This is an optimization exercise on Yosys and OpenROAD, whose aim is small area, a short achievable clock period and few clock cycles per item, not a production implementation. Function was checked by simulation only, so behaviour that the tests miss may differ from the original.

## flow/design.v (module list and top-level ports; edited modules follow where they fit)
// module arctan: 3194 lines
// module arctan_fa: 4 lines
// module arctan_ha: 4 lines
// module arctan_top: 29 lines
module arctan_top(
	input             clk,
	input             rst,
	input             in_valid,
	output            in_ready,
	input      [31:0] inx,
	input      [31:0] iny,
	output reg        out_valid,
	output reg [31:0] out
);
  // ...
==> flow/flow/run.sh <==
#!/bin/bash
# The standard layout (standard.sh), with plain buf_1 cells as the port
# buffers instead of the delay buffer the resizer picks by default.
# make's full output goes to flow_make.log; ORFS keeps each step's log under orfs/logs/.
set -euo pipefail
BUFFER_PORTS_ARGS="-buffer_cell sky130_fd_sc_hd__buf_1" bash standard.sh finish > flow_make.log 2>&1
==> flow/standard.sh <==
#!/bin/bash
# synth_recipe.tcl (not shown) runs the flow's synth.tcl, then flattens the netlist and writes it again
# the make line also repeats each setting of config.mk as NAME=value (left out here)
make -C /OpenROAD-flow-scripts/flow DESIGN_CONFIG=/design/flow/config.mk WORK_HOME=/design/flow/orfs CLKGATE_MAP_FILE= SYNTH_SCRIPT=/design/flow/synth_recipe.tcl "${@:-finish}"
==> flow/config.mk <==
export PLATFORM = sky130hd
export DESIGN_NAME = arctan_top
export DESIGN_NICKNAME = arctan_top
export VERILOG_FILES = /design/flow/design.v
export SDC_FILE = /design/flow/constraint.sdc
export NUM_CORES = 4
export LEC_CHECK = 0
export CAP_MARGIN = 20
export CORE_MARGIN = 2
export CORE_UTILIZATION = 40
export CTS_BUF_LIST = sky130_fd_sc_hd__clkbuf_8
export CTS_CLUSTER_DIAMETER = 100
export CTS_CLUSTER_SIZE = 12
export SLEW_MARGIN = 20
export SYNTH_HIERARCHICAL = 1
export SYNTH_MINIMUM_KEEP_SIZE = 0
==> flow/constraint.sdc <==
create_clock -name core_clock -period 200.0 [get_ports {clk}]
set_input_delay 40.0000 -clock core_clock [delete_from_list [all_inputs] [get_ports {clk}]]
set_output_delay 40.0000 -clock core_clock [all_outputs]
set_load 0.01 [all_outputs]
==> notes.md, run 1 <==
* Hold Path Depth at 0
* Worst-path clk slew at 0.09 ns
* Most common cell in the synthesized netlist: fa_1
* DRT iter0 DRCs at about 680
* Layout area overhead at 7.11%
* Xor/xnor share of the synthesized area at 0.132
* R2R Setup Slk at ~160 ns
* Final setup viols at 0
* RSZ-0062 raised after global routing: no
* WL met3 at about 1.9 mm
* Worst min path class: reg2reg
* Sum Neg Setup Slack at 0 ns
* Num ports at 101
* Slowest stage delay, CP at 0.35 ns
* Levels on crit path at 1
* WL final at 83.6 mm
* Placed cell count at 4861
* FF-to-FF Start: u_arctan.rl_3[11]$_DFF_P_
* H-tree level count at 2
* # diodes at 1
* Clock Root Buffer: clkbuf_8
* CP startpoint kind: flop
* Hold Path Origin: u_arctan.rd_1[3]$_DFF_P_
* Latest clock arrival within the worst-skew pair at 0.70 ns
* Tmin final at roughly 41 ns
* # hold bufs at CTS at 0
* Number of flops mapped to enable cells by yosys at 0
* Compound-Gate Fraction of Synth Area at 0.0158
* Most common cell after layout, fill and taps aside: fa_1
* Outcome: complete, no violations
* Sequential share of cell area at 0.208
Testbench counts, summed over its fixed seeds: cycles 3,264, items 3,200.
==> inputs of run 2 (changes only) <==
--- a/flow/config.mk
+++ b/flow/config.mk
@@ -11,3 +11,3 @@
 export CTS_BUF_LIST = sky130_fd_sc_hd__clkbuf_8
-export CTS_CLUSTER_DIAMETER = 100
+export CTS_CLUSTER_DIAMETER = 84
 export CTS_CLUSTER_SIZE = 12
==> run 2 against run 1 <==
Net effect:
- highest routed layer unchanged
- die area stayed put
- design area is 0.11% higher
- clock-buffer cell count is 1 higher
==> notes.md, run 2 <==
* CTS tree: built
* Starting Density at 0.404
* Most frequent cells after synthesis: 1124 x fa_1, 500 x dfxtp_1, 417 x xnor2_1
* Die Height at ~340 um
* Most common cell after layout, fill and taps aside: fa_1
* Netlist cell types at 63
* Primary FF master, synth: dfxtp_1
* Max Fclk at 0.0243 GHz
* Number of flops mapped to enable cells by yosys at 0 (unchanged)
* Seq/Total Area, Yosys at 0.223
* Crit path DAT at 1.20 ns
* Gr usage total at 0.156
* Vias post-DR at approximately 22000
* FF-to-FF Start: u_arctan.rl_3[11]$_DFF_P_
* Final instance area at 48100 sq um
* Setup Skew at 0.0441 ns
* Worst EP required at 160.00 ns
* Hold Path Depth at 0 (unchanged)
* Num ports at 101 (unchanged)
* Worst path buffer plus inverter count at 1
* DP Wirelength at 74.7 mm
* Final setup viols at 0 (unchanged)
* Slowest stage delay, CP at 0.35 ns (about the same)
* DRC at 0
* R2R Setup Slk at 159.10 ns (about the same)
* Async SR Flop Fraction at 0
* Worst rel slew slack at 0.332
* Clock buffer depth at 3
* Hold Vio Cnt, Final at 0
* DRT iter0 DRCs at 669 (-1.0%)
* Worst flop-to-flop path endpoint: u_arctan.rv_4[17]$_DFF_P_
* Most frequent cells in the layout: 1124 x fa_1, 498 x dfxtp_1, 399 x xnor2_1, 398 x inv_1, 243 x xor2_1
* TritonCTS buffer count at 51
* Outcome: complete, no violations
* Post-Syn Instances at 3299
* Cell Rows at 122
* Antenna violations before repair at 5
* Slew at the pin closest to its max-slew limit at 1.00 ns
* Worst hold path endpoint: u_arctan.rd_5[8]$_DFF_P_
* Worst-path clk slew at 0.07 ns (-0.02 ns)
* Yosys top cell by area: fa_1
* Routability cong. at about 0.86
* First-pass GRT wire length at 142 mm
* Core footprint at approximately 110000 sq um
* Latest clock arrival within the worst-skew pair at 0.72 ns (+0.02 ns)
* Remaining antenna violation count after routing at 0
* Critical-path top delay cell: dfxtp_1
* Total gr overflow at 0
* Die width at about 340 um
* # hold bufs at CTS at 0 (unchanged)
* #FFs+latches synth at 500
* Yosys warns at 8
* Post-cts sizing count at 0
* CP startpoint kind: flop
* Final nets at just under 5000
* Sum Neg Setup Slack at 0 ns (unchanged)
* Largest registers: u_arctan.rx_0 (34), u_arctan.rx_1 (34), u_arctan.rx_2 (34)
* Crit. Startpoint: out_valid$_SDFF_PP0_
* Vias in the first global route at around 27000
* H-tree level count at 2 (unchanged)
* Synth Area per Inst at 13.6 sq um
* RSZ-0062 raised after global routing: no
* Layout cells sized above 1 at 0.0390
* Clk sinks at 500
* Largest net degree at the start of global routing at 35
* DR vias/cell at 4.49
* WL final at 83.9 mm (+0.26%)
* Die area at 115000 sq um
* Worst min path class: reg2reg
* Setup CP Type: reg2out
* Post-DP Area at 47200 sq um
* Tmin final at 41.20 ns (+0.0200 ns)
* Ranking of synthesized cells by area: fa_1 50%, dfxtp_1 22%, xnor2_1 8.1%
* Layout area overhead at 7.23%
* CP max FO at 1
* WL/cell at 17.0 um
* Crit-path leading delay family: flip-flops
* Max_cap viols at 0
* Critical-path cell list: buf_1
* Worst R2R Path Depth at 109
* Hold Path Origin: u_arctan.rd_4[8]$_DFF_P_
* Clock Root Buffer: clkbuf_8
* Post-synth top area share at 0.502
* Number of port buffers at 99
* Tcrit/Tclk final at 0.206
* Hold_ws at 0.309 ns
* Mapped Area at 44800 sq um
* CP endpoint kind: primary output
* Max Slew Vio Count at 0
* Post-CTS Setup Repair Bufs at 0
* Most common cell in the synthesized netlist: fa_1
* Router iterations before antenna repair at 5
## run 2: logic make-up after synthesis
group / share of synthesized area
adder cells (fa/ha/maj): 0.566
XOR/XNOR: 0.132
flip-flops: 0.223
buffers and inverters: 0.0393
AND/OR/NAND/NOR: 0.0225
AO/OA/AOI/OAI: 0.0158
multiplexers: 0.000809
other: 0.000168
## run 2: per-module statistics from Yosys (local to each module, per instance)
module / times used / area, sq um / cells inside
arctan: 1 / 17600 / 1852
arctan_top: 1 / 2140 / 114
arctan_fa: 1124 / 20.0 / 1
arctan_ha: 209 / 12.5 / 1
## run 2: worst register-to-register path: cells and delay by family (launching register included)
kind / cells / cell delay, ns
xor gates and xnor gates: 9 / 1.31
DFF: 1 / 0.34
and+or+nand+nor: 1 / 0.16
adders and majority gates: 95 / 37.67
buffers and inverters: 4 / 1.31
## run 2: metal layers
| metal | part of all wire | vias up | track usage |
|---|---|---|---|
| met5 | 0 | - | 0 |
| met1 | 0.43 | 11600 | 0.200 |
| met4 | 0.022 | 0 | 0.0375 |
| met2 | 0.53 | 242 | 0.285 |
| li1 | - | 10200 | - |
| met3 | 0.024 | 104 | 0.0154 |
## run 2: how the worst max path moves through the flow
stage	endpoint	slack, ns	cells past startpoint
finish	out_valid	158.80	1
detailed placement	u_arctan.rv_4[17]$_DFF_P_	159.14	109
CTS	out_valid	158.67	1
floorplan	u_arctan.rv_4[17]$_DFF_P_	158.05	111
global route	u_arctan.rv_4[17]$_DFF_P_	157.66	109
global placement	out_valid	159.47	1
## run 2: layout make-up
type / count / area (sq um)
Timing Repair Buffer: 128 / 589
Fill cell: 10300 / 62900
Multi-Input combinational cell: 2348 / 33300
Inverter: 397 / 1490
Tap cell: 1488 / 1860
Clock inverter: 14 / 140
Clock buffer: 52 / 716
Sequential cell: 500 / 10000
Antenna cell: 6 / 15.0
## run 2: metrics by stage
step	setup slack, ns	util	std cells
2_1_floorplan	158.05	-	3311
3_3_place_gp	159.47	0.425	4861
3_5_place_dp	159.14	0.425	4861
4_1_cts	158.67	0.433	4927
5_1_grt	157.66	0.433	4932
6_report	158.80	0.433	4933
==> inputs of run 3 (changes only) <==
--- a/flow/config.mk
+++ b/flow/config.mk
@@ -12,3 +12,3 @@
 export CTS_CLUSTER_DIAMETER = 84
-export CTS_CLUSTER_SIZE = 12
+export CTS_CLUSTER_SIZE = 14
 export SLEW_MARGIN = 20
==> run 3 against run 2 <==
Net effect:
- still clean
- routed wire length shrank 0.35%
- critical path depth unchanged
- critical endpoint unchanged
- design area is 0.30% lower
- area after synthesis unchanged
- flip-flop and latch count unchanged
- cell count down 0.20%
- first-iteration DRC count is 8.5% higher
==> notes.md, run 3 <==
* Outcome: complete, no violations
* Most common cell after layout, fill and taps aside: fa_1
* Worst path buffer plus inverter count at 1 (unchanged)
* Setup Skew at 0.0398 ns (-0.00439 ns)
* Worst min path class: reg2reg
* Antenna violations before repair at 5 (unchanged)
* Remaining antenna violation count after routing at 0 (unchanged)
* Post-CTS Setup Repair Bufs at 0 (unchanged)
* WL/cell at 17.0 um (-0.15%)
* Worst-path clk slew at 0.09 ns (+0.02 ns)
* Post-synth top area share at 0.502 (unchanged)
* Critical-path cell list: buf_1
* Number of port buffers at 99 (unchanged)
* Final setup viols at 0 (unchanged)
* Worst EP required at 160.00 ns (about the same)
* Ranking of synthesized cells by area: fa_1 50%, dfxtp_1 22%, xnor2_1 8.1%
* Die Height at 339 um (unchanged)
* Hold_ws at 0.320 ns (+0.0114 ns)
* Post-cts sizing count at 0 (unchanged)
* Clock Root Buffer: clkbuf_8
* Clk sinks at 500 (unchanged)
* Tmin final at 41.16 ns (-0.0350 ns)
* Number of flops mapped to enable cells by yosys at 0 (unchanged)
* Yosys warns at 8 (unchanged)
* Gr usage total at 0.156 (-0.000238)
* Vias in the first global route at 26800 (-0.21%)
* Worst R2R Path Depth at 109 (unchanged)
* Worst setup endpoint: out_valid
* Synth Area per Inst at 13.6 sq um (unchanged)
* Primary FF master, synth: dfxtp_1
* FF-to-FF Start: u_arctan.ra_3$_DFF_P_
* Latest clock arrival within the worst-skew pair at 0.68 ns (-0.04 ns)
* Starting Density at 0.404 (unchanged)
* TritonCTS buffer count at 44 (-14%)
* Core footprint at 111000 sq um (unchanged)
* Setup CP Type: reg2out
* Levels on crit path at 1 (unchanged)
* Critical-path top delay cell: dfxtp_1
* Most frequent cells in the layout: 1124 x fa_1, 498 x dfxtp_1, 399 x inv_1, 399 x xnor2_1, 243 x xor2_1
* Async SR Flop Fraction at 0 (unchanged)
* First-pass GRT wire length at 142 mm (about the same)
* Most frequent cells after synthesis: 1124 x fa_1, 500 x dfxtp_1, 417 x xnor2_1
* Router iterations before antenna repair at 5 (unchanged)
* Tcrit/Tclk final at 0.206 (about the same)
* Fill cells at 10300 (+0.24%)
* Final nets at 4841 (-0.14%)
* Footprint of the multi-input gates at 33300 sq um (unchanged)
* R2R Setup Slk at 159.10 ns (about the same)
* CP endpoint kind: primary output
* Netlist cell types at 63 (unchanged)
* Sum Neg Setup Slack at 0 ns (unchanged)
* Largest registers: u_arctan.rx_0 (34), u_arctan.rx_1 (34), u_arctan.rx_2 (34)
* Final instance area at 47900 sq um (-0.30%)
* #FFs+latches synth at 500 (unchanged)
* Die width at 339 um (unchanged)
* FF/Latch Area at 10000 sq um (unchanged)
* CP max FO at 1 (unchanged)
* Hold Path Depth at 0 (unchanged)
* Crit-path leading delay family: flip-flops
* DRC at 0 (unchanged)
* Routability cong. at 0.856 (unchanged)
* Fin util at 0.432 (-0.00128)
* Slew at the pin closest to its max-slew limit at 1.00 ns (+0.00131 ns)
* Hold Vio Cnt, Final at 0 (unchanged)
* CTS tree: built
* Cell Rows at 122 (unchanged)
* Crit. Startpoint: out_valid$_SDFF_PP0_
* Crit path DAT at 1.17 ns (-0.03 ns)
* DP Wirelength at 74.7 mm (unchanged)
* Worst rel slew slack at 0.332 (-0.000876)
* DRT iter0 DRCs at 726 (+8.5%)
* H-tree level count at 2 (unchanged)
* Mapped Area at 44800 sq um (unchanged)
* DR vias/cell at 4.49 (-0.12%)
* Vias post-DR at 22100 (-0.32%)
* Max_cap viols at 0 (unchanged)
* CP startpoint kind: flop
* Layout cells sized above 1 at 0.0362 (-0.00281)
* Max Fclk at 0.0243 GHz (about the same)
* Post-Syn Instances at 3299 (unchanged)
* RSZ-0062 raised after global routing: no
* Worst flop-to-flop path endpoint: u_arctan.rv_4[17]$_DFF_P_
* Clock buffer depth at 3 (unchanged)
* Largest net degree at the start of global routing at 35 (unchanged)
* Slowest stage delay, CP at 0.35 ns (about the same)
* # hold bufs at CTS at 0 (unchanged)
* Total gr overflow at 0 (unchanged)
* Seq/Total Area, Yosys at 0.223 (unchanged)
* Die area at 115000 sq um (unchanged)
* Layout area overhead at 6.92%
* Most common cell in the synthesized netlist: fa_1
* Yosys top cell by area: fa_1
* Max Slew Vio Count at 0 (unchanged)
* Num ports at 101 (unchanged)
* Post-DP Area at 47200 sq um (unchanged)
* WL final at 83.6 mm (-0.35%)
[run 3: cell counts after synthesis]
No cell type changed its count.
[run 3: cells by family after synthesis]
group,share of synthesized area
flops,0.223
xor+xnor,0.132
compound gates,0.0158
mux,0.000809
simple gates,0.0225
other cells,0.000168
buf+inv,0.0393
fa+ha+maj,0.566
[run 3: routing by layer]
metal  wire (um)  up-vias  global-route usage
met5           0        -                   0
met4        1680        0              0.0354
met2       44000      207               0.284
met1       36200    11600               0.200
li1            -    10200                   -
met3        1670       88              0.0149
[run 3: layout make-up]
type,count,area share
multi-input cells,2348,0.694
clock buffers,45,0.0129
diodes,5,0.000261
well taps,1488,0.0388
clock inverters,12,0.00201
inverters,397,0.0311
repair buffers,128,0.0123
flip-flops and latches,500,0.209
[run 3: worst min-delay path by stage]
stage | start | endpoint | slack [ns]
2_1_floorplan | u_arctan.rd_0[0]$_DFF_P_ | u_arctan.rd_1[0]$_DFF_P_ | 0.31
3_3_place_gp | u_arctan.rd_0[0]$_DFF_P_ | u_arctan.rd_1[0]$_DFF_P_ | 0.31
3_5_place_dp | u_arctan.rd_1[2]$_DFF_P_ | u_arctan.rd_2[2]$_DFF_P_ | 0.31
4_1_cts | u_arctan.rd_1[2]$_DFF_P_ | u_arctan.rd_2[2]$_DFF_P_ | 0.32
5_1_grt | u_arctan.rd_4[7]$_DFF_P_ | u_arctan.rd_5[7]$_DFF_P_ | 0.33
6_report | u_arctan.rd_4[7]$_DFF_P_ | u_arctan.rd_5[7]$_DFF_P_ | 0.32
[run 3: modules after synthesis (local to each module, per instance)]
module,times used,flip-flops and latches,cells
arctan_ha,209,0,1
arctan_fa,1124,0,1
arctan,1,396,1852
arctan_top,1,104,114
[run 3: worst register-to-register path: cells and delay by family, from the launching register on]
kind	cells	cell delay, ns
adders and majority gates	95	37.69
xor gates and xnor gates	9	1.31
buffers and inverters	4	1.30
DFF	1	0.33
and+or+nand+nor	1	0.17
[run 3: through the flow]
step | instances | worst slack [ns]
global route | 4923 | 157.65
floorplan | 3311 | 158.05
global placement | 4861 | 159.47
detailed placement | 4861 | 159.14
finish | 4923 | 158.84
CTS | 4918 | 158.70

-- afterwards: timing with drivers on the ports --
The flow's constraints put no driver on any port. The routed layouts listed below were extracted and timed again, unchanged, in two steps.
Step 1 (the two cells are an assumption about what drives the block):
set clk [get_ports {clk}]
set_driving_cell -lib_cell sky130_fd_sc_hd__clkbuf_16 $clk
set_driving_cell -lib_cell sky130_fd_sc_hd__buf_2 [delete_from_list [all_inputs] $clk]
Step 2, shift: input delay + t, output delay - t, t = (earliest + latest rising clock arrival at the registers) / 2. This alone moves slack from input paths to output paths.
a / b / c = ideal ports / drivers / drivers and shift; a / b = the first two.
run | t (ns) | setup slack, ns | hold WS [ns]
run 1 | 0.746 | 158.820 / 158.752 / 159.107 | 0.319 / 0.319 / 0.319
run 2 | 0.761 | 158.800 / 158.731 / 159.097 | 0.309 / 0.309 / 0.309
run 3 | 0.727 | 158.835 / 158.766 / 159.105 | 0.320 / 0.320 / 0.320
After both steps every run listed still meets setup and hold.
